What follows belongs to an exercise in optimizing a design on an open flow for small area, a short achievable clock period and few clock cycles; a production flow would make more cautious choices. Only simulation tests tie the RTL to the original design; equivalence was not proved. Power and IR drop assume default switching activity.

--- design/flow/design.v ---
module	ARM_AddressAdder
	(input logic[31:0]	i_Base,
	input logic[11:0]	i_Offset,
	output logic[31:0]	o_Address);
	logic[11:0]		s_G[4:0];
	logic[11:0]		s_P[4:0];
	logic[11:0]		s_X;
	logic[11:0]		s_C;
	logic[19:0]		s_Ones[5:0];
	assign s_X		= i_Base[11:0] ^ i_Offset;
	assign s_G[0]	= i_Base[11:0] & i_Offset;
	assign s_P[0]	= s_X;
	genvar	l, k;
	generate
		for (l = 0; l < 4; l++)
		begin : carry_level
			for (k = 0; k < 12; k++)
			begin : bit_k
				if (k >= (1 << l))
				begin
					assign s_G[l + 1][k] = s_G[l][k] | (s_P[l][k] & s_G[l][k - (1 << l)]);
					assign s_P[l + 1][k] = s_P[l][k] & s_P[l][k - (1 << l)];
				end
				else
				begin
					assign s_G[l + 1][k] = s_G[l][k];
					assign s_P[l + 1][k] = s_P[l][k];
				end
			end
		end
		assign s_Ones[0] = {i_Base[30:12], 1'b1};
		for (l = 0; l < 5; l++)
		begin : ones_level
			for (k = 0; k < 20; k++)
			begin : bit_k
				if (k >= (1 << l))
					assign s_Ones[l + 1][k] = s_Ones[l][k] & s_Ones[l][k - (1 << l)];
				else
					assign s_Ones[l + 1][k] = s_Ones[l][k];
			end
		end
	endgenerate
	assign s_C = {s_G[4][10:0], 1'b0};
	assign o_Address[11:0]	= s_X ^ s_C;
	assign o_Address[31:12]	= i_Base[31:12] ^ ({20{s_G[4][11]}} & s_Ones[5]);
endmodule
module	ARM_ConditionCheck
	(input logic[3:0]	i_Cond,
	input logic			i_N, i_Z, i_C, i_V,
	output logic		o_Pass);
	logic		s_Base;
	always_comb
	begin
		case (i_Cond[3:1])
			3'b000:		s_Base = i_Z;
			3'b001:		s_Base = i_C;
			3'b010:		s_Base = i_N;
			3'b011:		s_Base = i_V;
			3'b100:		s_Base = i_C & ~i_Z;
			3'b101:		s_Base = i_N == i_V;
			3'b110:		s_Base = ~i_Z & (i_N == i_V);
			default:	s_Base = 1'b1;
		endcase
	end
	assign o_Pass = (i_Cond == 4'b1110) | (s_Base ^ i_Cond[0]);
endmodule
module ARM_SingleCycle_CPU
	#(parameter	BusWidth	= 32)
	(input logic		i_CLK, i_RESET,
	input logic[(BusWidth - 1):0]	i_Instr,
	output logic[(BusWidth - 1):0]	o_PC,
	output logic[(BusWidth - 1):0]	o_Data_Address,
	output logic					o_Mem_Write,
	output logic[(BusWidth - 1):0]	o_Write_Data,
	input logic[(BusWidth - 1):0]	i_Read_Data);
	logic[3:0]	s_Cond, s_Cmd, s_Rn, s_Rd, s_Rm;
	logic[1:0]	s_Op;
	logic		s_I, s_S;
	assign s_Cond	= i_Instr[31:28];
	assign s_Op		= i_Instr[27:26];
	assign s_I		= i_Instr[25];
	assign s_Cmd	= i_Instr[24:21];
	assign s_S		= i_Instr[20];
	assign s_Rn		= i_Instr[19:16];
	assign s_Rd		= i_Instr[15:12];
	assign s_Rm		= i_Instr[3:0];
	logic		s_DP, s_Mem, s_Branch, s_Load;
	assign s_DP		= ~s_Op[1] & ~s_Op[0];
	assign s_Mem	= ~s_Op[1] &  s_Op[0];
	assign s_Branch	=  s_Op[1];
	assign s_Load	= s_Mem & s_S;
	logic		s_Sub, s_Logic, s_Cmp;
	assign s_Sub	= s_DP & s_Cmd[1];
	assign s_Logic	= s_DP & ~s_Cmd[1] & (s_Cmd[3] == s_Cmd[2]);
	assign s_Cmp	= s_Cmd[3] & s_Cmd[1];
	logic[31:0]	s_PC;
	logic		s_N, s_Z, s_C, s_V;
	logic[31:0]	s_PC_Plus4, s_PC_Plus8;
	assign s_PC_Plus4 = s_PC + 32'd4;
	assign s_PC_Plus8 = s_PC + 32'd8;
	logic		s_Cond_Pass;
	ARM_ConditionCheck	ConditionCheck
		(s_Cond, s_N, s_Z, s_C, s_V, s_Cond_Pass);
	logic[31:0]	s_RD1, s_RD2, s_Result;
	logic		s_Reg_Write;
	logic[3:0]	s_RA2;
	assign s_RA2 = s_Op[0] ? s_Rd : s_Rm;
	logic[31:0]	s_Regs[14:0];
	logic[14:0]	s_Valid;
	logic[14:0]	s_Write;
	logic[15:0]	s_Sel1, s_Sel2;
	always_comb
	begin
		for (int i = 0; i < 15; i++)
			s_Write[i] = s_Reg_Write & (s_Rd == i);
	end
	always_ff	@(posedge i_CLK, posedge i_RESET)
	begin
		if (i_RESET)	s_Valid <= 15'd0;
		else			s_Valid <= s_Valid | s_Write;
	end
	always_ff	@(posedge i_CLK)
	begin
		for (int i = 0; i < 15; i++)
			if (s_Write[i])	s_Regs[i] <= s_Result;
	end
	always_comb
	begin
		for (int i = 0; i < 15; i++)
		begin
			s_Sel1[i] = ~s_Branch & (s_Rn == i) & s_Valid[i];
			s_Sel2[i] = (s_RA2 == i) & s_Valid[i];
		end
		s_Sel1[15] = s_Branch | (s_Rn == 4'd15);
		s_Sel2[15] = (s_RA2 == 4'd15);
		s_RD1 = {32{s_Sel1[15]}} & s_PC_Plus8;
		s_RD2 = {32{s_Sel2[15]}} & s_PC_Plus8;
		for (int i = 0; i < 15; i++)
		begin
			s_RD1 = s_RD1 | ({32{s_Sel1[i]}} & s_Regs[i]);
			s_RD2 = s_RD2 | ({32{s_Sel2[i]}} & s_Regs[i]);
		end
	end
	logic[31:0]	s_B, s_B_X;
	always_comb
	begin
		case (s_Op)
			2'b00:		s_B = s_I ? {24'b0, i_Instr[7:0]} : s_RD2;
			default:	s_B = {{6{i_Instr[23]}}, i_Instr[23:0], 2'b00};
		endcase
	end
	assign s_B_X = s_B ^ {32{s_Sub}};
	ARM_AddressAdder	AddressAdder
		(s_RD1, i_Instr[11:0],
		o_Data_Address);
	logic[31:0]	s_Sum;
	logic		s_Carry;
	assign {s_Carry, s_Sum} = {1'b0, s_RD1} + {1'b0, s_B_X} + {32'b0, s_Sub};
	logic[31:0]	s_ALU;
	assign s_ALU = s_Logic ? (s_Cmd[3] ? (s_RD1 | s_B) : (s_RD1 & s_B)) : s_Sum;
	assign s_Result = s_Load ? i_Read_Data : s_ALU;
	logic		s_Flag_N, s_Flag_Z, s_Flag_C, s_Flag_V;
	assign s_Flag_N = s_ALU[31];
	assign s_Flag_Z = ~|s_ALU;
	assign s_Flag_C = s_Carry;
	assign s_Flag_V = (s_RD1[31] == s_B_X[31]) & (s_Sum[31] != s_RD1[31]);
	logic		s_Flag_Write;
	assign s_Flag_Write = s_Cond_Pass & s_DP & s_S;
	always_ff	@(posedge i_CLK, posedge i_RESET)
	begin
		if (i_RESET)
		begin
			s_N <= 1'b0;
			s_Z <= 1'b0;
			s_C <= 1'b0;
			s_V <= 1'b0;
		end
		else if (s_Flag_Write)
		begin
			s_N <= s_Flag_N;
			s_Z <= s_Flag_Z;
			if (~s_Logic)
			begin
				s_C <= s_Flag_C;
				s_V <= s_Flag_V;
			end
		end
	end
	logic		s_Writes_Rd, s_PC_Src;
	assign s_Writes_Rd	= (s_DP & ~s_Cmp) | s_Load;
	assign s_Reg_Write	= s_Cond_Pass & s_Writes_Rd;
	assign s_PC_Src		= s_Cond_Pass & (s_Branch | ((s_DP | s_Load) & (s_Rd == 4'd15)));
	always_ff	@(posedge i_CLK, posedge i_RESET)
	begin
		if (i_RESET)	s_PC <= 32'd0;
		else			s_PC <= s_PC_Src ? s_Result : s_PC_Plus4;
	end
	assign o_PC				= s_PC;
	assign o_Mem_Write		= s_Cond_Pass & s_Mem & ~s_S;
	assign o_Write_Data		= s_RD2;
endmodule
--- design/flow/run.sh ---
#!/bin/bash
# synth_recipe.tcl (not shown) runs the flow's synth.tcl, then flattens the netlist and writes it again
# the make line also repeats each setting of config.mk as NAME=value (left out here)
make -C /OpenROAD-flow-scripts/flow DESIGN_CONFIG=/design/flow/config.mk WORK_HOME=/design/flow/orfs CLKGATE_MAP_FILE= SYNTH_SCRIPT=/design/flow/synth_recipe.tcl finish
--- design/flow/config.mk ---
export PLATFORM = sky130hd
export DESIGN_NAME = ARM_SingleCycle_CPU
export DESIGN_NICKNAME = ARM_SingleCycle_CPU
export VERILOG_FILES = /design/flow/design.v
export SDC_FILE = /design/flow/constraint.sdc
export NUM_CORES = 4
export LEC_CHECK = 0
export CAP_MARGIN = 20
export CORE_MARGIN = 2
export CORE_UTILIZATION = 40
export CTS_BUF_LIST = sky130_fd_sc_hd__clkbuf_8
export PLACE_DENSITY = 0.6
export SETUP_SLACK_MARGIN = 4
export SLEW_MARGIN = 20
export SYNTH_HIERARCHICAL = 1
--- design/flow/constraint.sdc ---
create_clock -name core_clock -period 14.0 [get_ports {i_CLK}]
set_input_delay 2.8000 -clock core_clock [delete_from_list [all_inputs] [get_ports {i_CLK}]]
set_output_delay 2.8000 -clock core_clock [all_outputs]
set_load 0.01 [all_outputs]
==> impl_results.md, run 1 <==
* Status: complete, no violations
* FP Rows at 100
* Crit path launch type: input port
* Pwr Density at 177.7 nW/µm²
* Slew Viols, Final at 0
* Die X at 277.5 µm
* Syn_nets at 2782
* CP arrival at 7220 ps
* WP data required at 11200 ps
* CTS Buf Count at 91
* Flop2flop setup slack at 6340 ps
* Tmin final at 10020 ps
* Cell count of the worst hold path at 1
* Synth area leaders: edfxtp_1 (48%), a22oi_1 (5.1%), dfrtp_1 (4.3%)
* #FFs+latches synth at 531
* Core area at 74200 µm²
* Clock root cell: clkbuf_8
* Number of flops mapped to enable cells by yosys at 480
* Die Span Y at 277.5 µm
* Worst-skew pair later-pin latency at 760 ps
* Worst min path class: register to register
* Final Cycle Share at 71.56%
* Max Clk Rate at 0.09982 GHz
* Final nets at 2994
* Cell depth of the worst flop-to-flop path at 21
* Setup tns final at 0 ps
* # H-tree levels at 3
* Share of the synthesized area in the top cell type at 48.19%
* Critical path endpoint category: primary output
* Synth area leader: edfxtp_1
* Yosys warning count at 13
* DIE AREA at 76980 µm²
* Worst-Margin Slew at 1160 ps
* Global-route wire length before repair at 225300 µm
* Starting Density at 40.31%
* Syn Std Cell Area at 29910 µm²
* Clk sink count at 531
* Critical Path Fanout Max at 19
* Most used DFF post-synth: edfxtp_1
* Area after DPL at 33140 µm²
* Wirelength per Cell at 42.40 µm
* DRC at 0
* Io pins at 163
* Worst clock skew at 64.00 ps
* Routed Wire Length at 166600 µm
* Post-route ant nets at 0
* Setup Crit Path Kind: input port to primary output
* Syn Area/Cell at 11.21 µm²
* Total gr overflow at 0
* Lkg Pwr at 0.01250 µW
* DR vias at 28920
* Cts hold-fix bufs at 0
* Max IR drop VDD at 101.8 µV
* Final hold viol count at 0
* First drt pass iteration count at 13
* R2r startpoint: s_Valid[0]$_DFF_PP0_
* Max cap viols at 0
* CTS max path bufs at 3
* Final setup fails at 0
* Pin count of the biggest net entering global routing at 65
* Design Area, Final at 35520 µm²
* Syn Inst Count at 2668
* Max-slew headroom at 22.30%
* GP Congestion at 1.016
* Tot GR Track Use at 42.09%
* Share of flip-flops with an asynchronous set or reset at 9.605%
* Post-DR vias/cell at 7.361
* Number of global-route vias before repair at 27620
* Yosys cell types at 110
* Critical Path Start: i_Instr[19]
* Unrepaired setup endpoints after global routing: true
* Reg-to-Reg End: s_PC[25]$_DFF_PP0_
* Post-DP HPWL at 112100 µm
* WHS Endpoint: s_N$_DFFE_PP0P_
* Sequential share of the synthesized area at 52.46%
* Syn-to-layout area delta at 18.74%
* Initial antenna violation count at 11
* Worst-path clk slew at 60 ps
* Share of layout cells above drive strength 1 at 15.71%
* TritonCTS clock tree: yes
* Hold path start: s_N$_DFFE_PP0P_
* DRT iter0 DRCs at 5686
* PortBufs at 162
Yosys stat by module (local to each module, per instance):
module | cells inside | flops+latches | copies in the design | cell area, µm²
ARM_ConditionCheck | 11 | 0 | 1 | 85.08
ARM_AddressAdder | 117 | 0 | 1 | 899.6
ARM_SingleCycle_CPU | 2540 | 531 | 1 | 28930
routing by layer:
| metal | GRT usage, % | up-vias | routed length, µm |
|---|---|---|---|
| li1 | - | 11260 | - |
| met3 | 15.70 | 707 | 24130 |
| met4 | 25.14 | 4 | 11570 |
| met2 | 61.26 | 2696 | 69360 |
| met1 | 53.24 | 14260 | 61520 |
| met5 | 0 | - | 22 |
through the flow:
stage	std cells	hold slack [ps]	setup WS (ps)	power (µW)	util, %
2_1_floorplan	2668	476.1	4670	3466	-
3_3_place_gp	3736	515.7	2327	4733	44.67
3_5_place_dp	3736	553.1	2262	4733	44.67
4_1_cts	3910	565.9	3930	6154	47.41
5_1_grt	3925	595.3	3921	6461	47.86
6_report	3929	564.5	3982	6310	47.87
cells in the mapped netlist, types with 12 or more instances:
| cell | count |
|---|---|
| a32oi_1 | 42 |
| xnor2_1 | 66 |
| nor2_1 | 158 |
| or2_2 | 26 |
| nand3_1 | 75 |
| nand2_1 | 187 |
| nor3_1 | 29 |
| and3_1 | 57 |
| a21o_1 | 32 |
| a221oi_1 | 33 |
| nor4_1 | 14 |
| or3_1 | 14 |
| a32o_1 | 24 |
| nand4_1 | 47 |
| a211oi_1 | 14 |
| a222oi_1 | 53 |
| o2111ai_1 | 15 |
| buf_2 | 15 |
| edfxtp_1 | 480 |
| xor2_1 | 59 |
| inv_1 | 20 |
| buf_1 | 18 |
| a21oi_1 | 121 |
| a2111oi_0 | 16 |
| ha_1 | 46 |
| o22a_1 | 13 |
| clkbuf_1 | 154 |
| mux2_2 | 30 |
| and2_1 | 25 |
| o22ai_1 | 23 |
| a22o_1 | 59 |
| nand2b_1 | 13 |
| dfrtp_1 | 51 |
| and3b_1 | 12 |
| a22oi_1 | 205 |
| a211o_1 | 12 |
| a31oi_1 | 21 |
| maj3_1 | 15 |
| o211ai_1 | 27 |
| o21ai_0 | 122 |
| and4_1 | 24 |
power by group:
part	switching, µW	internal [µW]	leakage (µW)
clock network	711	691	0.00101
logic	1770	865	0.00657
registers	186	2090	0.00492
cell families (layout without fill, tap and decap cells):
group | Yosys count | count (layout) | synth area share, %
buffers and inverters | 218 | 504 | 3.012
XOR/XNOR | 125 | 125 | 3.660
AO/OA/AOI/OAI | 934 | 934 | 23.41
other | 0 | 6 | 0
multiplexers | 35 | 35 | 1.313
adder cells (fa/ha/maj) | 64 | 64 | 2.598
AND/OR/NAND/NOR | 761 | 761 | 13.55
flip-flops | 531 | 531 | 52.46
state kept, by name, indices dropped and copies added (netlist names):
signal and flops:
s_Z 1, s_V 1, s_Regs 480, s_C 1, s_Valid 15, s_N 1
s_PC 32
critical path: stages:
cell and delay, ps:
clkdlybuf4s50_1 450, buf_12 180, nor2b_2 190, and3_1 250, buf_4 260, a222oi_1 530, nand2_2 300, fa_2 470
a211oi_4 290, nor2_4 90, o31ai_4 240, a31oi_4 130, buf_12 170, nand4_1 110, xnor2_1 150, clkdlybuf4s50_1 560
worst max path at each step:
stage | to | slack (ps) | depth (start not counted)
floorplan | o_Data_Address[13] | 4670 | 19
global placement | o_Data_Address[13] | 2330 | 17
detailed placement | o_Data_Address[13] | 2260 | 17
CTS | o_Data_Address[13] | 3930 | 18
global route | o_Data_Address[15] | 3920 | 18
finish | o_Data_Address[15] | 3980 | 16
final cells by class:
cell class                      instances  area (µm²)
Fill cell                            6775       38680
Inverter                               22       82.58
Multi-Input combinational cell       1919       13840
Tap cell                              969        1212
Clock buffer                           94        1294
Antenna cell                            6       15.01
Sequential cell                       531       15690
Clock inverter                         73       455.4
Timing Repair Buffer                  315        2928
placed cells by master (no fill, tap or decap), types with 14 or more instances in the layout:
master / synthesis / final
o2111ai_1: 15 / 15
a22oi_1: 205 / 203
a21o_1: 32 / 32
inv_1: 20 / 50
o22ai_1: 23 / 23
a32o_1: 24 / 24
nor2_4: 1 / 17
buf_4: 1 / 137
clkinv_2: 0 / 14
maj3_1: 15 / 15
nand2_1: 187 / 183
xor2_1: 59 / 59
nor3_1: 29 / 28
a31oi_1: 21 / 19
clkinv_1: 0 / 16
edfxtp_1: 480 / 480
mux2_2: 30 / 29
a222oi_1: 53 / 53
o211ai_1: 27 / 27
or2_2: 26 / 26
nor2_1: 158 / 136
a221oi_1: 33 / 33
and4_1: 24 / 22
a21oi_1: 121 / 120
clkdlybuf4s50_1: 0 / 130
ha_1: 46 / 40
nand4_1: 47 / 47
clkbuf_8: 0 / 94
xnor2_1: 66 / 66
dfrtp_1: 51 / 51
nand3_1: 75 / 72
o21ai_0: 122 / 116
a32oi_1: 42 / 42
dlymetal6s2s_1: 0 / 25
a22o_1: 59 / 59
and2_1: 25 / 20
and3_1: 57 / 51
timing repair:
| item | CTS | global route |
|---|---|---|
| buffers inserted | 7 | 12 |
| setup endpoints to repair | 48 | 125 |
| pin swaps | 7 | 9 |
| gates resized for setup | 74 | 64 |
Testbench counts, summed over its fixed seeds: cycles 76,800.
==> run 2, diff against run 1 <==
--- a/design/flow/config.mk
+++ b/design/flow/config.mk
@@ -10,6 +10,6 @@
 export CORE_UTILIZATION = 40
 export CTS_BUF_LIST = sky130_fd_sc_hd__clkbuf_8
 export PLACE_DENSITY = 0.6
-export SETUP_SLACK_MARGIN = 4
+export SETUP_SLACK_MARGIN = 5
 export SLEW_MARGIN = 20
 export SYNTH_HIERARCHICAL = 1
==> run 2 against run 1 <==
  * Register-to-register slack improved by 620 ps
  * Synthesized cell count did not move
  * Wire length is 0.69% lower
  * Area after synthesis did not move
  * Clock skew shrank 15 ps
  * First-iteration DRC count is 8.8% higher
  * Worst setup slack gained 820 ps
  * Combinational power is 5% higher
==> impl_results.md, run 2 <==
* Status: complete, no violations
* Crit path launch type: input port
* CP bufs+invs at 6
* Worst clock skew at 49.47 ps
* FF/Latch Area at 15690 µm²
* Io pins at 163
* Setup tns final at 0 ps
* Unrepaired setup endpoints after global routing: true
* Worst slack, placed at 2068 ps
* FP Rows at 100
* Number of flops mapped to enable cells by yosys at 480
* Post-DP HPWL at 104300 µm
* Syn Inst Count at 2668
* Wire length on met1 at 57880 µm
* Final Core Density at 49.77%
* Non-Filler Instances at 3998
* Cts hold-fix bufs at 0
* WP depth at 19
* Top sig layer: met5
* Die X at 277.5 µm
* Syn Std Cell Area at 29910 µm²
* Cell with the most instances after synthesis: edfxtp_1
* Met2 Routed Length at 68510 µm
* Flop2flop setup slack at 6960 ps
* Post-DR vias/cell at 7.383
* Yosys warning count at 13
* Most common cell after layout, fill and taps aside: edfxtp_1
* Pin count of the biggest net entering global routing at 65
* Cell Chain, Critical Path: buf_12 -> nor2b_1 -> and3_4 -> buf_8 -> a221oi_2 -> nand3_1 -> a211oi_2 -> nand2_4 -> fa_2 -> a211oi_4 -> nor2_4 -> o31ai_4 -> a31oi_4 -> buf_12 -> buf_8 -> clkbuf_16 -> nand3_2 -> xnor2_1 -> buf_2
* Global-route wire length before repair at 222000 µm
* Met3 WL at 26030 µm
* Pwr Density at 175.2 nW/µm²
* Slew Viols, Final at 0
* First drt pass iteration count at 10
* Cell depth of the worst flop-to-flop path at 20
* Max IR drop VDD at 72.77 µV
* Synth area leaders: edfxtp_1 (48%), a22oi_1 (5.1%), dfrtp_1 (4.3%)
* Critical path endpoint category: primary output
* WP data required at 11200 ps
* Critical Path Start: i_Instr[18]
* PortBufs at 162
* Total gr overflow at 0
* Clock root cell: clkbuf_8
* TritonCTS clock tree: yes
* Max Clk Rate at 0.1087 GHz
* Lkg Pwr at 0.01287 µW
* Multi-input logic area at 14380 µm²
* Worst min path class: register to register
* Routed Wire Length at 165500 µm
* Setup Crit Path Kind: input port to primary output
* Top cells by count, synth: edfxtp_1 (480), a22oi_1 (205), nand2_1 (187), nor2_1 (158), clkbuf_1 (154)
* Core area at 74200 µm²
* Final hold viol count at 0
* Initial antenna violation count at 10
* #FFs+latches synth at 531
* DRC at 0
* Max-slew headroom at 19.04%
* Die Span Y at 277.5 µm
* Tot GR Track Use at 41.36%
* DIE AREA at 76980 µm²
* Slowest stage delay, CP at 460 ps
* Max cap viols at 0
* Post-route setup slack at 4803 ps
* R2r startpoint: s_PC[5]$_DFF_PP0_
* Syn-to-layout area delta at 23.46%
* Slowest cell on the critical path: fa_2
* Wirelength per Cell at 41.38 µm
* CTS max path bufs at 3
* Share of the synthesized area in the top cell type at 48.19%
* Worst-path clk slew at 60 ps
* DR vias at 29520
* Most frequent cells in the layout: edfxtp_1 (480), a22oi_1 (198), nand2_1 (181)
* Filler cells at 6562
* Critical Path Fanout Max at 19
* Post-route ant nets at 0
* Biggest regs: s_Regs: 480 flops, s_PC: 32 flops, s_Valid: 15 flops
* Clk sink count at 531
* Final setup fails at 0
* Reg-to-Reg End: s_PC[25]$_DFF_PP0_
* DRT iter0 DRCs at 6184
* Synth area leader: edfxtp_1
* Share of flip-flops with an asynchronous set or reset at 9.605%
* Most used DFF post-synth: edfxtp_1
* Sequential share of the synthesized area at 52.46%
* Number of global-route vias before repair at 27740
* Worst-Margin Slew at 1205 ps
* CP arrival at 6400 ps
* GP Congestion at 1.041
* Max reg flops at 480
* DP Cell Count at 3729
* Tmin final at 9197 ps
* Syn Area/Cell at 11.21 µm²
* Starting Density at 40.31%
* Final Cycle Share at 65.69%
* Worst-skew pair later-pin latency at 760 ps
* Delay-heaviest family, CP: compound AO/OA/AOI/OAI gates
* Share of layout cells above drive strength 1 at 21.45%
* Syn_nets at 2782
* Worst setup path endpoint: o_Data_Address[18]
* # H-tree levels at 3
* CTS Buf Count at 91
* Yosys cell types at 110
* Final nets at 3066
* Biggest register: s_Regs
[run 2: cell count changes in the layout (fill, tap and decap cells not counted), moves of 9 or more]
| cell | delta |
|---|---|
| buf_12 | +17 |
| buf_2 | +21 |
| buf_4 | +41 |
| buf_6 | +10 |
| clkdlybuf4s50_1 | -9 |
| dlymetal6s2s_1 | -24 |
| inv_1 | -11 |
| o21ai_0 | -9 |
[run 2: area by class of cell]
| cell class | instances | share of cell area, % |
|---|---|---|
| Multi-Input combinational cell | 1919 | 38.93 |
| Tap cell | 969 | 3.283 |
| Inverter | 22 | 0.2236 |
| Timing Repair Buffer | 387 | 10.07 |
| Antenna cell | 8 | 0.05421 |
| Clock inverter | 70 | 1.525 |
| Clock buffer | 92 | 3.429 |
| Sequential cell | 531 | 42.49 |
[run 2: worst reg2reg max path: cells and delay by family (launching register included)]
kind / cells / cell delay (ps)
adders and majority gates: 1 / 380
and+or+nand+nor: 2 / 1170
xor gates and xnor gates: 3 / 1090
muxes: 3 / 1010
DFF: 1 / 530
AOI/OAI and AO/OA: 11 / 2780
[run 2: cells by family after synthesis]
logic type               Yosys count  share of synthesized area [%]
buffers and inverters            218                          3.012
adder cells (fa/ha/maj)           64                          2.598
AO/OA/AOI/OAI                    934                          23.41
flip-flops                       531                          52.46
AND/OR/NAND/NOR                  761                          13.55
XOR/XNOR                         125                          3.660
multiplexers                      35                          1.313
[run 2: repair_timing]
action	4_1_cts	5_1_grt
endpoints found under the setup margin	371	159
pin swaps	38	43
gates cloned	5	4
buffers inserted	66	24
gates resized for setup	310	99
[run 2: worst min-delay path by stage]
stage	from	to	slack, ps	cells after the start
global placement	s_V$_DFFE_PP0P_	s_V$_DFFE_PP0P_	530	2
floorplan	s_Valid[6]$_DFF_PP0_	s_Valid[6]$_DFF_PP0_	480	1
finish	s_V$_DFFE_PP0P_	s_V$_DFFE_PP0P_	560	2
global route	s_N$_DFFE_PP0P_	s_N$_DFFE_PP0P_	590	1
CTS	s_V$_DFFE_PP0P_	s_V$_DFFE_PP0P_	560	2
detailed placement	s_V$_DFFE_PP0P_	s_V$_DFFE_PP0P_	550	2
[run 2: per-stage QoR]
stage,hold WS [ps],power [µW],area (µm²)
2_1_floorplan,476.1,3471,30060
3_3_place_gp,529.8,4683,33110
3_5_place_dp,548.7,4690,33120
4_1_cts,564.9,6244,36220
5_1_grt,590.0,6607,36910
6_report,562.5,6468,36930
[run 2: where the power goes]
group / total, µW / switching [µW] / internal, µW
registers: 2260 / 171 / 2090
clock network: 1470 / 696 / 769
logic: 2750 / 1810 / 937
total: 6470 / 2680 / 3790
[run 2: Yosys stat by module (local to each module, per instance)]
| module | copies in the design | cell area [µm²] | cells | flops+latches |
|---|---|---|---|---|
| ARM_SingleCycle_CPU | 1 | 28930 | 2540 | 531 |
| ARM_AddressAdder | 1 | 899.6 | 117 | 0 |
| ARM_ConditionCheck | 1 | 85.08 | 11 | 0 |
[run 2: layer usage]
layer,global-route usage (%),vias to the layer above
li1,-,11380
met1,49.99,14360
met2,60.32,2980
met3,17.95,784
met4,26.09,16
met5,0.5629,-
==> run 3, diff against run 2 <==
--- a/design/flow/config.mk
+++ b/design/flow/config.mk
@@ -5,6 +5,7 @@
 export SDC_FILE = /design/flow/constraint.sdc
 export NUM_CORES = 4
 export LEC_CHECK = 0
+export ABC_AREA = 1
 export CAP_MARGIN = 20
 export CORE_MARGIN = 2
 export CORE_UTILIZATION = 40
==> run 3 against run 2 <==
  * Still clean on timing, DRC and antenna
  * Clock skew is 2.2 ps lower
  * Flip-flop and latch count did not move
  * Worst hold slack got worse by 45 ps
  * Cell area rose by 0.77%
  * Combinational power fell by 21%
  * Via count increased by 4.3%
  * Critical path type unchanged
  * Largest cell class unchanged
  * Largest power group is now registers
  * Highest routed layer unchanged
==> impl_results.md, run 3 <==
* Status: complete, no violations
* Cell Chain, Critical Path: clkdlybuf4s50_1 -> inv_1 -> nand2_1 -> nand2_1 -> nand2_2 -> nor2_2 -> nand2_4 -> inv_6 -> nand2_1 -> nand4_1 -> nor2_1 -> nand3_1 -> clkdlybuf4s50_1
* Top cells by count, synth: nand2_1 (1164), edfxtp_1 (480), inv_1 (364), nor2_1 (319), nand3_1 (259)
* Unrepaired setup endpoints after global routing: false
* Critical Path Fanout Max at 17
* TritonCTS clock tree: yes
* Clk sink count at 531
* Routed Wire Length at 150700 µm
* Synth area leader: edfxtp_1
* Worst-Margin Slew at 1170 ps
* Pin count of the biggest net entering global routing at 57
* Yosys warning count at 13
* Starting Density at 40.44%
* Tot GR Track Use at 37.24%
* Share of flip-flops with an asynchronous set or reset at 9.605%
* # H-tree levels at 3
* Seq pwr share at 38.2%
* Post-DP HPWL at 98970 µm
* Wirelength per Cell at 29.63 µm
* Slew Viols, Final at 0
* Worst-skew pair later-pin latency at 720 ps
* CTS max path bufs at 3
* Worst clock skew at 47.30 ps
* DP Cell Count at 4830
* FP Rows at 101
* Die Span Y at 281.3 µm
* Yosys cell types at 66
* Syn Std Cell Area at 30760 µm²
* Final Cycle Share at 64.40%
* Max cap viols at 0
* #FFs+latches synth at 531
* Critical path endpoint category: primary output
* Biggest register: s_Regs
* Crit path launch type: input port
* Comb power frac at 38.0%
* Final nets at 4098
* Power Internal at 3431 µW
* Number of flops mapped to enable cells by yosys at 480
* Initial antenna violation count at 11
* Syn_nets at 3785
* Setup Crit Path Kind: input port to primary output
* CP most frequent cell: nand2_1
* CP arrival at 6220 ps
* Clock root cell: clkbuf_8
* Tmin final at 9016 ps
* Lkg Pwr at 0.01534 µW
* Final hold viol count at 0
* Setup tns final at 0 ps
* Filler cells at 7344
* Die X at 281.3 µm
* Share of the synthesized area in the top cell type at 46.86%
* DRT iter0 DRCs at 5408
* WP data required at 11200 ps
* Max Clk Rate at 0.1109 GHz
* Syn Area/Cell at 8.380 µm²
* Max IR drop VDD at 67.24 µV
* DIE AREA at 79140 µm²
* Synth area leaders: edfxtp_1 (47%), nand2_1 (14%), inv_1 (4.4%)
* Sw Share at 40.20%
* Global-route wire length before repair at 207100 µm
* Post-DR vias/cell at 6.052
* Most used DFF post-synth: edfxtp_1
* Io pins at 163
* Syn-to-layout area delta at 20.97%
* Number of global-route vias before repair at 28620
* Slowest stage delay, CP at 650 ps
* Most frequent cells in the layout: nand2_1 (1140), edfxtp_1 (480), inv_1 (380)
* Sequential share of the synthesized area at 51.00%
* Non-Filler Instances at 5087
* Core area at 76080 µm²
* Clock Power Share at 23.9%
* CTS Buf Count at 88
* Cell with the most instances after synthesis: nand2_1
* DRC at 0
* Biggest regs: s_Regs: 480 flops, s_PC: 32 flops, s_Valid: 15 flops
* Share of layout cells above drive strength 1 at 13.00%
* Most common cell after layout, fill and taps aside: nand2_1
* DR vias at 30790
* Worst min path class: register to register
* Syn Inst Count at 3671
* Worst-path clk slew at 50 ps
* PortBufs at 162
* Max reg flops at 480
* Post-route ant nets at 0
* GP Congestion at 1.009
* Pwr Density at 154.2 nW/µm²
* First drt pass iteration count at 7
* Switching power at 2306 µW
* Max-slew headroom at 21.38%
* Slowest cell on the critical path: clkdlybuf4s50_1
* Final setup fails at 0
* Total gr overflow at 0
==> run 3: cell types whose count changed after synthesis, sizes merged, moves of 50 or more <==
cell / previous run / this run
inv: 22 / 394
a22oi: 205 / 2
nand2: 188 / 1196
a222oi: 53 / 0
and3: 57 / 1
nand3: 75 / 267
nor2: 160 / 338
a22o: 59 / 9
clkbuf: 154 / 45
o21ai: 126 / 202
==> run 3: final cells by class <==
| class | count | area, µm² | share of cell area [%] |
|---|---|---|---|
| clock inverter | 68 | 439.2 | 1.180 |
| sequential | 531 | 15690 | 42.16 |
| timing repair buffer | 333 | 3134 | 8.423 |
| multi-input combinational | 2632 | 13730 | 36.89 |
| antenna | 4 | 10.01 | 0.02690 |
| inverter | 398 | 1670 | 4.489 |
| clock buffer | 91 | 1252 | 3.366 |
| tap | 1030 | 1289 | 3.463 |
==> run 3: logic make-up (layout without fill, tap and decap cells) <==
logic type,after synthesis,after routing,share of synthesized area (%)
AND/OR/NAND/NOR,1964,1966,27.17
AO/OA/AOI/OAI,544,544,10.89
flip-flops,531,531,51.00
buffers and inverters,510,890,6.821
XOR/XNOR,73,73,2.078
adder cells (fa/ha/maj),49,49,2.038
other,0,4,0
==> run 3: through the flow <==
| step | instance area, µm² | power [µW] | hold WS, ps | setup slack (ps) | util [%] |
|---|---|---|---|---|---|
| 2_1_floorplan | 30760 | 3178 | 439.5 | 5798 | - |
| 3_3_place_gp | 33840 | 4178 | 502.9 | 2820 | 44.48 |
| 3_5_place_dp | 33840 | 4175 | 506.0 | 2728 | 44.49 |
| 4_1_cts | 36780 | 5614 | 518.3 | 4902 | 48.35 |
| 5_1_grt | 37210 | 5926 | 562.9 | 4993 | 48.91 |
| 6_report | 37210 | 5737 | 517.1 | 4984 | 48.91 |
==> run 3: timing repair <==
item | in CTS | in global routing
hold buffers | 0 | 0
pin swaps | 29 | 13
endpoints found under the setup margin | 139 | 96
setup buffers | 64 | 25
resized for setup | 190 | 75
cloned | 4 | 1
==> run 3: worst paths after layout <==
check,start,endpoint,slack [ps],depth (start not counted)
min,s_V$_DFFE_PP0P_,s_V$_DFFE_PP0P_,520,2
min reg2reg,s_V$_DFFE_PP0P_,s_V$_DFFE_PP0P_,520,2
min in group asynchronous,i_RESET,s_N$_DFFE_PP0P_,2300,2
max,i_Instr[12],o_Write_Data[28],4980,13
max reg2reg,s_PC[3]$_DFF_PP0_,s_Z$_DFFE_PP0P_,7440,28
max in group asynchronous,i_RESET,s_PC[3]$_DFF_PP0_,10760,3
==> run 3: metal layers <==
metal | global-route usage [%] | part of all wire [%] | vias to the layer above
met4 | 24.44 | 7.5 | 10
li1 | - | - | 13160
met1 | 46.58 | 35 | 14350
met2 | 55.41 | 42 | 2621
met5 | 0 | 0.046 | -
met3 | 11.82 | 15 | 645
==> run 3: worst max-delay path, delay by kind of cell <==
| family | cells | cell delay [ps] |
|---|---|---|
| AND/OR/NAND/NOR | 9 | 1680 |
| buffers and inverters | 4 | 1710 |
==> run 3: power by group through the flow <==
| stage | registers [µW] | logic, µW | clock network [µW] |
|---|---|---|---|
| 2_1_floorplan | 2160 | 1020 | 0 |
| 3_3_place_gp | 2210 | 1960 | 0 |
| 3_5_place_dp | 2210 | 1960 | 0 |
| 4_1_cts | 2180 | 2060 | 1370 |
| 5_1_grt | 2190 | 2300 | 1440 |
| 6_report | 2190 | 2180 | 1370 |
==> run 3: Yosys stat by module (local to each module, per instance) <==
module	times used	cell area (µm²)	cells
ARM_AddressAdder	1	1294	262
ARM_ConditionCheck	1	128.9	31
ARM_SingleCycle_CPU	1	29340	3378
==> run 4, diff against run 3 <==
==> design/flow/flow/run.sh (new file) <==
#!/bin/bash
# The standard layout with two changes to the timing repair: the port
# buffers start as buf_2 (repair resizes them as needed) and the repair aims
# for 6 ns of setup slack at the 14 ns clock.
set -euo pipefail
export BUFFER_PORTS_ARGS="-buffer_cell sky130_fd_sc_hd__buf_2"
export SETUP_SLACK_MARGIN=6
bash standard.sh > standard_flow.log 2>&1
==> design/flow/standard.sh (new file) <==
#!/bin/bash
# synth_recipe.tcl (not shown) runs the flow's synth.tcl, then flattens the netlist and writes it again
# the make line also repeats each setting of config.mk as NAME=value (left out here)
make -C /OpenROAD-flow-scripts/flow DESIGN_CONFIG=/design/flow/config.mk WORK_HOME=/design/flow/orfs CLKGATE_MAP_FILE= SYNTH_SCRIPT=/design/flow/synth_recipe.tcl "${@:-finish}"
--- a/design/flow/config.mk
+++ b/design/flow/config.mk
@@ -11,6 +11,5 @@
 export CORE_UTILIZATION = 40
 export CTS_BUF_LIST = sky130_fd_sc_hd__clkbuf_8
 export PLACE_DENSITY = 0.6
-export SETUP_SLACK_MARGIN = 5
 export SLEW_MARGIN = 20
 export SYNTH_HIERARCHICAL = 1
removed: design/flow/run.sh
==> run 4 against run 3 <==
  * Clock power is essentially flat
  * Still clean
  * Clock skew rose by 13 ps
  * Flip-flop and latch count unchanged
  * Wire length up 4.0%
  * Worst hold slack got worse by 8.8 ps
  * Power up 0.88%
  * Highest routed layer unchanged
  * Area after synthesis unchanged
  * Register-to-register slack improved by 280 ps
  * Non-clock buffer count rose by 100
  * Clock-buffer cell count fell by 1
  * Synthesized cell count is the same
  * Cell area grew 3.3%
==> impl_results.md, run 4 <==
* Total gr overflow at 0
* Worst-skew pair later-pin latency at 740 ps
* Top cells by count, synth: nand2_1 (1164), edfxtp_1 (480), inv_1 (364), nor2_1 (319), nand3_1 (259)
* Initial antenna violation count at 7
* Most frequent cells in the layout: nand2_1 (1114), edfxtp_1 (480), inv_1 (367)
* Biggest regs: s_Regs: 480 flops, s_PC: 32 flops, s_Valid: 15 flops
* Total power at 5788 µW
* Pwr Density at 150.6 nW/µm²
* Critical path endpoint category: primary output
* Worst-Margin Slew at 970.9 ps
* FP Rows at 101
* DR vias at 31700
* Post-DR vias/cell at 6.105
* DRC at 0
* Max cap viols at 0
* Max reg flops at 480
* #FFs+latches synth at 531
* Cell with the most instances after synthesis: nand2_1
* CTS max path bufs at 3
* Routed Wire Length at 156800 µm
* CP arrival at 5680 ps
* PortBufs at 162
* Max Clk Rate at 0.1179 GHz
* Share of the synthesized area in the top cell type at 46.86%
* Setup Crit Path Kind: input port to primary output
* WP data required at 11200 ps
* Io pins at 163
* Die X at 281.3 µm
* Status: complete, no violations
* Post-route ant nets at 0
* Final Cycle Share at 60.56%
* Critical Path Fanout Max at 6
* CTS Buf Count at 88
* Core area at 76080 µm²
* Synth area leader: edfxtp_1
* Final setup fails at 0
* Most common cell after layout, fill and taps aside: nand2_1
* Most used DFF post-synth: edfxtp_1
* TritonCTS clock tree: yes
* Slew Viols, Final at 0
* First drt pass iteration count at 9
* Setup tns final at 0 ps
* Clock root cell: clkbuf_8
* DIE AREA at 79140 µm²
* Starting Density at 40.44%
* GP Congestion at 1.036
* Post-DP HPWL at 98700 µm
* Syn Area/Cell at 8.380 µm²
* Max IR drop VDD at 82.22 µV
* Tot GR Track Use at 38.91%
* Yosys warning count at 13
* Tmin final at 8478 ps
* Final hold viol count at 0
* Lkg Pwr at 0.01611 µW
* Final nets at 4201
* Share of flip-flops with an asynchronous set or reset at 9.605%
* Syn Inst Count at 3671
* DRT iter0 DRCs at 5379
* Worst clock skew at 60.48 ps
* Syn-to-layout area delta at 24.90%
* Cts hold-fix bufs at 0
* Wirelength per Cell at 30.19 µm
* Worst-path clk slew at 60 ps
* Global-route wire length before repair at 215000 µm
* Biggest register: s_Regs
* Share of layout cells above drive strength 1 at 20.85%
* Max-slew headroom at 35.07%
* Min Hold Slack at 508.3 ps
* Crit path launch type: input port
* Clk sink count at 531
* Syn_nets at 3785
* Syn Std Cell Area at 30760 µm²
* Die Span Y at 281.3 µm
* Synth area leaders: edfxtp_1 (47%), nand2_1 (14%), inv_1 (4.4%)
* Pin count of the biggest net entering global routing at 57
* # H-tree levels at 3
* Number of global-route vias before repair at 29510
* Yosys cell types at 66
* Unrepaired setup endpoints after global routing: true
* Worst min path class: register to register
* Sequential share of the synthesized area at 51.00%
* Number of flops mapped to enable cells by yosys at 480
[run 4: changes by cell type in the layout (fill, tap and decap cells not counted), sizes merged, moves of 4 or more]
cell and change:
bufbuf +5, clkbuf -4, dlygate4sd2 -19, inv -12, clkdlybuf4s50 -133, buf +252
clkinv +18
[run 4: where the power goes]
part	internal (µW)	total (µW)	switching, µW
Clock	674	1350	673
Sequential	2030	2170	134
Combinational	703	2280	1570
[run 4: path summary, 6_finish.rpt]
check / startpoint / endpoint / slack, ps / cells past startpoint
setup / recovery: i_Instr[18] / o_Data_Address[13] / 5520 / 23
min in group asynchronous: i_RESET / s_PC[23]$_DFF_PP0_ / 2270 / 3
hold reg to reg: s_V$_DFFE_PP0P_ / s_V$_DFFE_PP0P_ / 510 / 2
setup reg to reg: s_PC[3]$_DFF_PP0_ / s_Z$_DFFE_PP0P_ / 7720 / 31
hold / removal: s_V$_DFFE_PP0P_ / s_V$_DFFE_PP0P_ / 510 / 2
max in group asynchronous: i_RESET / s_Valid[11]$_DFF_PP0_ / 11090 / 3
[run 4: timing repair]
item	4_1_cts	5_1_grt
cloned	14	1
endpoints found under the setup margin	186	104
resized for setup	349	81
pin swaps	82	53
buffers inserted	145	30
[run 4: critical path: stages]
cell and delay [ps]:
buf_12 130, clkinv_8 50, nor3_4 40, buf_6 130, nand2_8 150, buf_12 170
o22ai_4 90, a221oi_2 250, nand2_1 150, nor2_4 250, inv_4 80, ha_4 250
nand2_2 80, nand2_2 50, nand2_2 70, nand2_4 60, nand2_4 70, nand3_4 80
buf_12 160, buf_6 120, ha_4 150, xor2_2 120, buf_2 140
[run 4: stage by stage]
| stage | area, µm² | setup WS [ps] | utilization [%] | instances |
|---|---|---|---|---|
| after floorplan | 30830 | 6024 | - | 3671 |
| after global placement | 33140 | 4097 | 43.57 | 4837 |
| after detailed placement | 33140 | 4037 | 43.57 | 4837 |
| after CTS | 37850 | 5664 | 49.75 | 5158 |
| after global routing | 38410 | 5462 | 50.50 | 5190 |
| final | 38420 | 5522 | 50.50 | 5193 |
[run 4: modules after synthesis, one instance, submodules excluded]
module	flops+latches	copies in the design	area, µm²	cells
ARM_SingleCycle_CPU	531	1	29340	3378
ARM_AddressAdder	0	1	1294	262
ARM_ConditionCheck	0	1	128.9	31
[run 4: final cells by class]
cell class | count | area, µm²
Clock buffer | 90 | 1239
Fill cell | 7214 | 37650
Multi-Input combinational cell | 2633 | 14300
Timing Repair Buffer | 433 | 3664
Inverter | 398 | 1788
Sequential cell | 531 | 15690
Timing Repair inverter | 2 | 28.78
Clock inverter | 72 | 419.2
Tap cell | 1030 | 1289
Antenna cell | 4 | 10.01
[run 4: cells by family (layout without fill, tap and decap cells)]
logic type               count (synthesis)  in the layout  share of synthesized area [%]
AND/OR/NAND/NOR                       1964           1967                          27.17
AO/OA/AOI/OAI                          544            544                          10.89
flip-flops                             531            531                          51.00
buffers and inverters                  510            995                          6.821
XOR/XNOR                                73             73                          2.078
adder cells (fa/ha/maj)                 49             49                          2.038
other                                    0              4                              0
[run 4: routing by layer]
layer  global-route usage, %  share of wire [%]  up-vias
met5                  0.6105              0.055        -
met4                   29.71                9.1        8
met3                   13.29                 15      733
met2                   56.09                 41     2643
met1                   47.91                 35    14960
li1                        -                  -    13360
==> run 5, diff against run 4 <==
--- a/design/flow/config.mk
+++ b/design/flow/config.mk
@@ -13,3 +13,4 @@
 export PLACE_DENSITY = 0.6
 export SLEW_MARGIN = 20
 export SYNTH_HIERARCHICAL = 1
+export TNS_END_PERCENT = 20
==> run 5 against run 4 <==
  * Non-clock buffer count fell by 3
  * Final cell count barely moved
  * Utilization decreased by 0.059 points
  * Register-to-register slack improved by 250 ps
  * Critical endpoint is now o_Data_Address[27]
  * Largest power group unchanged
==> impl_results.md, run 5 <==
* Max cap viols at 0
* Worst setup path endpoint: o_Data_Address[27]
* Setup tns final at 0 ps
* Die Span Y at 281.3 µm
* Clk sink count at 531
* CTS max path bufs at 3
* DRC at 0
* Reg-to-Reg End: s_Regs[11][29]$_DFFE_PP_
* Post-route ant nets at 0
* Final hold viol count at 0
* DIE AREA at 79140 µm²
* Unrepaired setup endpoints after global routing: true
* TritonCTS clock tree: yes
* Yosys warning count at 13
* Cell with the most instances after synthesis: nand2_1
* Worst-skew pair later-pin latency at 750 ps
* CTS Buf Count at 88
* Crit path launch type: input port
* Lkg Pwr at 0.01607 µW
* Syn Area/Cell at 8.380 µm²
* Min Hold Slack at 508.3 ps
* Biggest register: s_Regs
* Share of the synthesized area in the top cell type at 46.86%
* Number of global-route vias before repair at 29580
* Global-route wire length before repair at 215000 µm
* Share of layout cells above drive strength 1 at 20.71%
* Delay-heaviest family, CP: simple AND/OR/NAND/NOR gates
* Post-DR vias/cell at 6.138
* PortBufs at 162
* Core area at 76080 µm²
* Wirelength per Cell at 30.26 µm
* Yosys cell types at 66
* Final Cycle Share at 60.20%
* Most used DFF post-synth: edfxtp_1
* Worst min path class: register to register
* Critical Path Start: i_Instr[16]
* Routed Wire Length at 157100 µm
* Cell Chain, Critical Path: buf_8 -> inv_8 -> nor2_4 -> nand2_2 -> nor2_4 -> buf_4 -> bufbuf_16 -> nand2_1 -> nand4_1 -> nor3_2 -> nand2_4 -> nand2_1 -> nor2_1 -> nand2_1 -> nor2_1 -> nand2_1 -> nand2_1 -> nand2_1 -> buf_2
* Max reg flops at 480
* Syn_nets at 3785
* Most frequent cells in the layout: nand2_1 (1114), edfxtp_1 (480), inv_1 (366)
* Worst-Margin Slew at 994.1 ps
* Die X at 281.3 µm
* Most common cell after layout, fill and taps aside: nand2_1
* Pin count of the biggest net entering global routing at 57
* Slowest stage delay, CP at 660 ps
* First drt pass iteration count at 7
* CP most frequent cell: nand2_1
* Io pins at 163
* Critical Path Fanout Max at 15
* Share of flip-flops with an asynchronous set or reset at 9.605%
* Max Clk Rate at 0.1187 GHz
* Status: complete, no violations
* R2r startpoint: s_PC[3]$_DFF_PP0_
* Initial antenna violation count at 8
* Max-slew headroom at 33.52%
* Syn Std Cell Area at 30760 µm²
* Syn Inst Count at 3671
* GP Congestion at 1.036
* Tmin final at 8428 ps
* Xor and xnor area share after synthesis at 2.078%
* Worst-path clk slew at 60 ps
* Number of flops mapped to enable cells by yosys at 480
* Starting Density at 40.44%
* Slowest cell on the critical path: nor3_2
* Mux cell area share after synthesis at 0%
* Post-synthesis compound-gate area fraction at 10.89%
* Worst clock skew at 51.01 ps
* Synth area leaders: edfxtp_1 (47%), nand2_1 (14%), inv_1 (4.4%)
* Total gr overflow at 0
* Final nets at 4199
* DR vias at 31860
* Post-DP HPWL at 98700 µm
* CP bufs+invs at 5
* #FFs+latches synth at 531
* Slew Viols, Final at 0
* Synth area leader: edfxtp_1
* Adder-Cell Fraction of Synth Area at 2.038%
* Clock root cell: clkbuf_8
* Cell depth of the worst flop-to-flop path at 26
* Simple logic cell fraction of the synthesized area at 27.17%
* WP data required at 11200 ps
* Setup Crit Path Kind: input port to primary output
* Flop2flop setup slack at 7970 ps
* Biggest regs: s_Regs: 480 flops, s_PC: 32 flops, s_Valid: 15 flops
* Top cells by count, synth: nand2_1 (1164), edfxtp_1 (480), inv_1 (364), nor2_1 (319), nand3_1 (259)
* FP Rows at 101
* Tot GR Track Use at 38.92%
* WP depth at 19
* Pwr Density at 150.7 nW/µm²
* Dominant combinational cell family by area after synthesis: simple AND/OR/NAND/NOR gates
* Sequential share of the synthesized area at 51.00%
* Critical path endpoint category: primary output
* CP arrival at 5630 ps
* DRT iter0 DRCs at 5375
* Final setup fails at 0
* Max IR drop VDD at 81.32 µV
* Cts hold-fix bufs at 0
* Syn-to-layout area delta at 24.75%
* # H-tree levels at 3
[run 5: worst min path at each step]
stage,cells past startpoint,endpoint,slack (ps),startpoint
after floorplan,2,s_Valid[3]$_DFF_PP0_,440,s_Valid[3]$_DFF_PP0_
after global placement,2,s_Valid[10]$_DFF_PP0_,500,s_Valid[10]$_DFF_PP0_
after detailed placement,2,s_V$_DFFE_PP0P_,500,s_V$_DFFE_PP0P_
after CTS,2,s_V$_DFFE_PP0P_,510,s_V$_DFFE_PP0P_
after global routing,2,s_V$_DFFE_PP0P_,550,s_V$_DFFE_PP0P_
final,2,s_V$_DFFE_PP0P_,510,s_V$_DFFE_PP0P_
[run 5: power by group]
group / internal (µW) / switching (µW)
combinational: 700 / 1570
clock: 674 / 671
sequential: 2030 / 133
[run 5: area by class of cell]
cell class                      count  area (µm²)
Timing Repair inverter              3       31.28
Sequential cell                   531       15690
Clock inverter                     72       419.2
Fill cell                        7225       37700
Clock buffer                       90        1239
Inverter                          398        1810
Antenna cell                        4       10.01
Tap cell                         1030        1289
Timing Repair Buffer              430        3580
Multi-Input combinational cell   2633       14310
[run 5: stage by stage]
step | cell area [µm²] | total power, µW | std cells | utilization [%] | setup WS [ps]
6_report | 38380 | 5782 | 5191 | 50.45 | 5572
5_1_grt | 38370 | 5964 | 5189 | 50.44 | 5487
4_1_cts | 37780 | 5619 | 5154 | 49.65 | 5664
3_5_place_dp | 33140 | 4071 | 4837 | 43.57 | 4037
3_3_place_gp | 33140 | 4074 | 4837 | 43.57 | 4097
2_1_floorplan | 30830 | 3185 | 3671 | - | 6024
[run 5: routing by layer]
| layer | vias up | wire (µm) | GRT usage, % | share of wire, % |
|---|---|---|---|---|
| met5 | - | 156 | 0.4884 | 0.099 |
| met4 | 10 | 13900 | 29.79 | 8.8 |
| met3 | 739 | 23690 | 13.79 | 15 |
| met2 | 2735 | 64660 | 56.25 | 41 |
| met1 | 15020 | 54680 | 47.44 | 35 |
| li1 | 13360 | - | - | - |
[run 5: modules after synthesis, one instance, submodules excluded]
module,cells inside,flops+latches
ARM_SingleCycle_CPU,3378,531
ARM_AddressAdder,262,0
ARM_ConditionCheck,31,0
[run 5: worst register-to-register path, cell delays in order (launching register included)]
cell and delay [ps]:
dfrtp_1 320, buf_4 240, ha_1 240, nand3_1 290, nor2_1 300, nand3_1 160
xor2_1 430, nor2_1 90, a211oi_1 250, nand4_1 450, nand2_1 260, o21ai_0 140
xor2_1 160, ha_1 360, nand2_1 110, nor2_1 150, inv_1 90, nor2_1 100
inv_1 60, o221a_2 260, nand2_1 110, nand2_1 80, a21oi_1 150, o21ai_1 170
o21ai_2 420, clkinvlp_4 160, buf_4 200
[run 5: repair_timing]
action / in CTS / in global routing
setup endpoints to repair: 186 / 215
setup buffers: 141 / 31
gates resized for setup: 337 / 82
cloned: 14 / 2
pin swaps: 80 / 47
[run 5: cell families (layout without fill, tap and decap cells)]
logic type	after synthesis	in the layout
compound gates	544	544
buf+inv	510	993
other cells	0	4
fa+ha+maj	49	49
simple gates	1964	1967
xor+xnor	73	73
flops	531	531
==> run 6, diff against run 5 <==
--- a/design/flow/config.mk
+++ b/design/flow/config.mk
@@ -10,7 +10,7 @@
 export CORE_MARGIN = 2
 export CORE_UTILIZATION = 40
 export CTS_BUF_LIST = sky130_fd_sc_hd__clkbuf_8
-export PLACE_DENSITY = 0.6
+export PLACE_DENSITY = 0.75
 export SLEW_MARGIN = 20
 export SYNTH_HIERARCHICAL = 1
 export TNS_END_PERCENT = 20
==> run 6 against run 5 <==
  * Still clean on timing, DRC and antenna
  * Sequential power is essentially flat
  * Cell area shrank 2.5%
  * Register-to-register slack got worse by 280 ps
  * Largest power group unchanged
==> impl_results.md, run 6 <==
* Status: complete, no violations
* # H-tree levels at 3
* Worst-skew pair later-pin latency at 760 ps
* Total gr overflow at 0
* Met3 Usage GRT at 19.00%
* TritonCTS clock tree: yes
* Synth area leader: edfxtp_1
* Die Span Y at 281.3 µm
* #FFs+latches synth at 531
* Tot GR Track Use at 36.49%
* Multi-input logic area at 14110 µm²
* Grt peak-use layer: met2
* Unrepaired setup endpoints after global routing: true
* Final hold viol count at 0
* CTS Buf Count at 85
* Max-slew headroom at 22.67%
* Cts hold-fix bufs at 0
* DR vias at 32340
* Critical path endpoint category: primary output
* Total power at 5687 µW
* Pwr Density at 151.9 nW/µm²
* Clock root cell: clkbuf_8
* Core area at 76080 µm²
* Setup Crit Path Kind: input port to primary output
* Worst clock skew at 79.54 ps
* Top cells by count, synth: nand2_1 (1164), edfxtp_1 (480), inv_1 (364), nor2_1 (319), nand3_1 (259)
* Starting Density at 40.44%
* Share of flip-flops with an asynchronous set or reset at 9.605%
* DIE AREA at 79140 µm²
* Post-route ant nets at 0
* Number of flops mapped to enable cells by yosys at 480
* Most used DFF post-synth: edfxtp_1
* GP Congestion at 1.018
* Yosys warning count at 13
* GR Util met1 at 41.82%
* Lkg Pwr at 0.01570 µW
* Post-DR vias/cell at 6.307
* Die X at 281.3 µm
* Max IR drop VDD at 78.95 µV
* DRC at 0
* FF/Latch Area at 15690 µm²
* FP Rows at 101
* CP arrival at 5810 ps
* Syn-to-layout area delta at 21.68%
* Max Clk Rate at 0.1161 GHz
* Initial antenna violation count at 10
* Number of global-route vias before repair at 29790
* Most common cell after layout, fill and taps aside: nand2_1
* DRT iter0 DRCs at 6175
* Non-Filler Instances at 5128
* Final nets at 4141
* PortBufs at 162
* Max cap viols at 0
* Routed Wire Length at 147900 µm
* First drt pass iteration count at 10
* Share of the synthesized area in the top cell type at 46.86%
* Wirelength per Cell at 28.83 µm
* Most frequent cells in the layout: nand2_1 (1107), edfxtp_1 (480), inv_1 (370)
* Worst-Margin Slew at 1151 ps
* Yosys cell types at 66
* Post-DP HPWL at 92870 µm
* Tmin final at 8610 ps
* Final Cycle Share at 61.50%
* Biggest regs: s_Regs: 480 flops, s_PC: 32 flops, s_Valid: 15 flops
* Met2 GRT Util at 51.21%
* Synth area leaders: edfxtp_1 (47%), nand2_1 (14%), inv_1 (4.4%)
* Clk sink count at 531
* Setup tns final at 0 ps
* Syn Inst Count at 3671
* Syn_nets at 3785
* Crit path launch type: input port
* CTS max path bufs at 3
* WP data required at 11200 ps
* DP Cell Count at 4822
* Global-route wire length before repair at 205200 µm
* Slew Viols, Final at 0
* Final setup fails at 0
* Syn Area/Cell at 8.380 µm²
* Filler cells at 7052
* Share of layout cells above drive strength 1 at 19.48%
* Syn Std Cell Area at 30760 µm²
* Final Core Density at 49.20%
* Io pins at 163
* Worst-path clk slew at 50 ps
* Critical Path Fanout Max at 7
* Worst min path class: register to register
* Biggest register: s_Regs
* Cell with the most instances after synthesis: nand2_1
* Pin count of the biggest net entering global routing at 57
* Sequential share of the synthesized area at 51.00%
* Max reg flops at 480
-- run 6: cell counts after synthesis --
No cell type changed its count.
-- run 6: metrics by stage --
| stage | area [µm²] | setup slack, ps | hold slack (ps) |
|---|---|---|---|
| detailed placement | 33040 | 3652 | 494.9 |
| floorplan | 30830 | 6024 | 439.5 |
| global route | 37420 | 5359 | 532.4 |
| CTS | 36940 | 5573 | 509.6 |
| finish | 37430 | 5390 | 503.7 |
| global placement | 33040 | 3852 | 484.9 |
-- run 6: worst paths after layout --
check	startpoint	endpoint	slack, ps	cells past startpoint
max reg2reg	s_PC[3]$_DFF_PP0_	s_Z$_DFFE_PP0P_	7690	28
max in group asynchronous	i_RESET	s_PC[1]$_DFFE_PP0P_	11130	3
min reg2reg	s_Z$_DFFE_PP0P_	s_Z$_DFFE_PP0P_	500	2
min in group asynchronous	i_RESET	s_PC[23]$_DFF_PP0_	2250	3
max	i_Instr[16]	o_Data_Address[30]	5390	24
min	s_Z$_DFFE_PP0P_	s_Z$_DFFE_PP0P_	500	2
-- run 6: cell type report --
cell class	instances	share of cell area (%)
inverters	398	4.623
diodes	6	0.04011
clock buffers	86	3.162
repair inverters	1	0.02340
repair buffers	376	8.022
multi-input cells	2634	37.69
clock inverters	66	1.076
well taps	1030	3.443
flip-flops and latches	531	41.92
-- run 6: cells by family after synthesis --
| logic type | count (synthesis) | synth area share [%] |
|---|---|---|
| adder cells (fa/ha/maj) | 49 | 2.038 |
| AND/OR/NAND/NOR | 1964 | 27.17 |
| buffers and inverters | 510 | 6.821 |
| XOR/XNOR | 73 | 2.078 |
| flip-flops | 531 | 51.00 |
| AO/OA/AOI/OAI | 544 | 10.89 |
-- run 6: metal layers --
metal	share of wire, %	vias up
met2	39	3314
met5	0.19	-
met4	10	8
li1	-	13270
met3	19	1018
met1	32	14740
-- run 6: worst max-delay path, cell delays in order --
cell and delay (ps):
buf_12 100, clkinv_8 70, nand2_8 80, nor2_4 40
nand2_4 190, clkinvlp_4 190, buf_12 190, a221oi_2 280
nand2_1 120, nor2_4 270, inv_2 100, ha_4 290
nand2_2 60, nand2_2 70, nand2_2 50, nand2_2 80
nand2_4 60, nand3_4 90, buf_12 160, buf_12 130
nand2_2 50, nand2_1 70, nand2_1 90, buf_2 140
-- run 6: what timing repair did --
action / 4_1_cts / 5_1_grt
pin swaps: 63 / 36
setup buffers: 116 / 18
cloned: 12 / 2
resized for setup: 268 / 77
endpoints found under the setup margin: 266 / 188
-- run 6: power breakdown --
| group | internal (µW) | switching [µW] | total (µW) | leakage [µW] |
|---|---|---|---|---|
| logic | 668 | 1540 | 2210 | 0.00990 |
| registers | 2030 | 146 | 2180 | 0.00489 |
| clock network | 635 | 664 | 1300 | 0.000906 |
-- run 6: modules after synthesis (local to each module, per instance) --
module	flip-flops and latches	area [µm²]	times used
ARM_SingleCycle_CPU	531	29340	1
ARM_AddressAdder	0	1294	1
ARM_ConditionCheck	0	128.9	1
==> run 7, diff against run 6 <==
--- a/design/flow/config.mk
+++ b/design/flow/config.mk
@@ -10,7 +10,8 @@
 export CORE_MARGIN = 2
 export CORE_UTILIZATION = 40
 export CTS_BUF_LIST = sky130_fd_sc_hd__clkbuf_8
-export PLACE_DENSITY = 0.75
+export CTS_CLUSTER_DIAMETER = 60
+export CTS_CLUSTER_SIZE = 16
+export PLACE_DENSITY = 0.6
 export SLEW_MARGIN = 20
 export SYNTH_HIERARCHICAL = 1
-export TNS_END_PERCENT = 20
==> run 7 against run 6 <==
  * Sequential share of layout area fell by 0.51 points
  * Sequential power about the same
  * Non-clock buffer count increased by 75
  * Die area unchanged
  * Flip-flop and latch count did not move
  * Clock-buffer cell count fell by 39
  * Clock skew shrank 5.0 ps
  * Critical path type unchanged
  * Highest routed layer unchanged
==> impl_results.md, run 7 <==
* Top cells by count, synth: nand2_1 (1164), edfxtp_1 (480), inv_1 (364), nor2_1 (319), nand3_1 (259)
* Yosys warning count at 13
* Max Clk Rate at 0.1173 GHz
* Critical Path Fanout Max at 6
* Total power at 5424 µW
* CP most frequent cell: nand2_1
* Final hold viol count at 0
* Max reg flops at 480
* Worst clock skew at 74.51 ps
* Tmin final at 8525 ps
* # H-tree levels at 2
* Setup tns final at 0 ps
* Wirelength per Cell at 30.46 µm
* Number of flops mapped to enable cells by yosys at 480
* Syn-to-layout area delta at 23.18%
* Critical path endpoint category: primary output
* Initial antenna violation count at 6
* Max IR drop VDD at 71.32 µV
* Synth area leaders: edfxtp_1 (47%), nand2_1 (14%), inv_1 (4.4%)
* Lkg Pwr at 0.01579 µW
* Biggest regs: s_Regs: 480 flops, s_PC: 32 flops, s_Valid: 15 flops
* Number of global-route vias before repair at 29040
* Io pins at 163
* Die Span Y at 281.3 µm
* DIE AREA at 79140 µm²
* Final setup fails at 0
* Syn Inst Count at 3671
* Post-DR vias/cell at 6.114
* DRT iter0 DRCs at 4945
* Status: complete, no violations
* Most common cell after layout, fill and taps aside: nand2_1
* Min Hold Slack at 510.8 ps
* Tot GR Track Use at 38.69%
* Yosys cell types at 66
* CP bufs+invs at 10
* Post-route ant nets at 0
* Starting Density at 40.44%
* Share of flip-flops with an asynchronous set or reset at 9.605%
* DRC at 0
* TritonCTS clock tree: yes
* Biggest register: s_Regs
* Final nets at 4178
* CTS Buf Count at 46
* GR Util met1 at 47.06%
* Crit path launch type: input port
* Grt peak-use layer: met2
* Core area at 76080 µm²
* CTS max path bufs at 3
* Max-slew headroom at 30.94%
* Pin count of the biggest net entering global routing at 57
* Met2 GRT Util at 56.37%
* Clock root cell: clkbuf_8
* Worst min path class: register to register
* First drt pass iteration count at 6
* Max cap viols at 0
* Synth area leader: edfxtp_1
* Slowest cell on the critical path: nor3_4
* Total gr overflow at 0
* Share of the synthesized area in the top cell type at 46.86%
* Clk sink count at 531
* CP arrival at 5720 ps
* Final Core Density at 49.81%
* FP Rows at 101
* Worst-skew pair later-pin latency at 740 ps
* Share of layout cells above drive strength 1 at 20.80%
* Unrepaired setup endpoints after global routing: true
* GP Congestion at 1.036
* PortBufs at 162
* Routed Wire Length at 155900 µm
* Post-DP HPWL at 98700 µm
* Final Cycle Share at 60.89%
* Pwr Density at 143.1 nW/µm²
* Worst-Margin Slew at 1033 ps
* Syn Area/Cell at 8.380 µm²
* Slowest stage delay, CP at 270 ps
* Worst-path clk slew at 70 ps
* Syn Std Cell Area at 30760 µm²
* WP data required at 11200 ps
* Syn_nets at 3785
* Setup Crit Path Kind: input port to primary output
* Delay-heaviest family, CP: buffers and inverters
* Die X at 281.3 µm
* Sequential share of the synthesized area at 51.00%
* Slew Viols, Final at 0
* Most used DFF post-synth: edfxtp_1
* Met3 Usage GRT at 13.69%
* Global-route wire length before repair at 213900 µm
* Most frequent cells in the layout: nand2_1 (1106), edfxtp_1 (480), inv_1 (351)
* DR vias at 31300
* Non-Filler Instances at 5119
* #FFs+latches synth at 531
* Cell with the most instances after synthesis: nand2_1
* DP Cell Count at 4837
* Cell Chain, Critical Path: buf_12 -> buf_8 -> nor3_4 -> nand2_2 -> buf_12 -> buf_4 -> inv_6 -> nand2_1 -> nand4_1 -> nor2_1 -> nand2_1 -> buf_6 -> ha_4 -> nand2_4 -> inv_4 -> a21oi_4 -> nand3_4 -> buf_12 -> clkbuf_16 -> nand2_1 -> nand2_1 -> nand2_1 -> buf_2
-- run 7: cell counts after synthesis --
No cell type changed its count.
-- run 7: cells by family after synthesis --
family	Yosys count	share of synthesized area (%)
xor gates and xnor gates	73	2.078
and+or+nand+nor	1964	27.17
buffers and inverters	510	6.821
DFF	531	51.00
AOI/OAI and AO/OA	544	10.89
adders and majority gates	49	2.038
-- run 7: worst reg2reg max path, delay by kind of cell, from the launching register on --
family | cells | cell delay [ps]
AO/OA/AOI/OAI | 5 | 1290
buffers and inverters | 3 | 530
adder cells (fa/ha/maj) | 2 | 640
XOR/XNOR | 2 | 450
AND/OR/NAND/NOR | 19 | 2950
flip-flops | 1 | 340
-- run 7: where the power goes --
part,internal [µW],switching (µW),total [µW]
clock,348,597,945
combinational,728,1590,2320
sequential,2030,133,2160
total,3100,2320,5420
-- run 7: modules after synthesis, one instance, submodules excluded --
module               times used  cells inside  cell area, µm²  flip-flops and latches
ARM_AddressAdder              1           262            1294                       0
ARM_ConditionCheck            1            31           128.9                       0
ARM_SingleCycle_CPU           1          3378           29340                     531
-- run 7: repair_timing --
item                       in CTS  in global routing
hold buffers                    0                  0
resized for setup             351                101
cloned                         16                  1
setup endpoints to repair     187                130
pin swaps                      85                 48
setup buffers                 165                 27
-- run 7: final cells by class --
type,instances,area (µm²)
repair buffers,451,3877
diodes,3,7.507
flip-flops and latches,531,15690
repair inverters,2,17.52
clock inverters,23,219.0
clock buffers,47,646.9
inverters,398,1758
multi-input cells,2634,14390
fillers,7223,38180
well taps,1030,1289
-- run 7: path summary, 6_finish.rpt --
path                                    from              endpoint  slack, ps  depth (start not counted)
max in group asynchronous            i_RESET  s_Valid[0]$_DFF_PP0_      11090                          3
max                              i_Instr[27]    o_Data_Address[22]       5480                         23
min reg2reg                  s_V$_DFFE_PP0P_       s_V$_DFFE_PP0P_        510                          2
max reg2reg                s_PC[3]$_DFF_PP0_       s_Z$_DFFE_PP0P_       7740                         31
min                          s_V$_DFFE_PP0P_       s_V$_DFFE_PP0P_        510                          2
min in group asynchronous            i_RESET    s_PC[23]$_DFF_PP0_       2300                          3
-- run 7: metal layers --
metal | up-vias | part of all wire, %
met5 | - | 0.016
met4 | 4 | 9.1
met3 | 682 | 15
met2 | 2580 | 41
met1 | 14760 | 35
li1 | 13270 | -
-- run 7: metrics by stage --
step | area, µm² | setup WS [ps]
final | 37890 | 5475
after global routing | 37890 | 5404
after CTS | 37230 | 5624
after detailed placement | 33140 | 4037
after global placement | 33140 | 4097
after floorplan | 30830 | 6024

[afterwards: timing with drivers on the ports]
The results above use ideal ports. As a check the final layouts listed here were re-extracted and re-timed, cells and wires unchanged. Step 1: set_driving_cell puts a clkbuf_16 on i_CLK and a buf_2 on each other input, an assumption about the parent block. Step 2 adds t to the input delays and takes it off the output delays; t is the mean of the earliest and latest rising clock arrival at the registers after step 1. Input paths then give back, and output paths get back, about the clock's delay inside the block. Three values: ideal, step 1, step 2; two values: the first two.
run | t, ns | setup slack, ns | hold WS [ns] | worst data-port slew with drivers (ns)
run 1 | 0.796 | 3.982 / 3.961 / 3.573 | 0.565 / 0.565 / 0.565 | 0.05
run 2 | 0.805 | 4.803 / 4.743 / 4.373 | 0.562 / 0.562 / 0.562 | 0.08
run 3 | 0.759 | 4.984 / 4.955 / 4.444 | 0.517 / 0.517 / 0.517 | 0.07
run 4 | 0.774 | 5.522 / 5.450 / 5.450 | 0.508 / 0.508 / 0.508 | 0.11
run 5 | 0.776 | 5.572 / 5.475 / 5.443 | 0.508 / 0.508 / 0.508 | 0.12
run 6 | 0.787 | 5.390 / 5.276 / 5.131 | 0.504 / 0.504 / 0.504 | 0.11
run 7 | 0.765 | 5.475 / 5.400 / 5.400 | 0.511 / 0.511 / 0.511 | 0.11
After both steps every run listed still meets setup and hold. For run 3, which loses most, drivers alone change the setup slack by -0.029 ns; drivers and shift together by -0.540 ns.
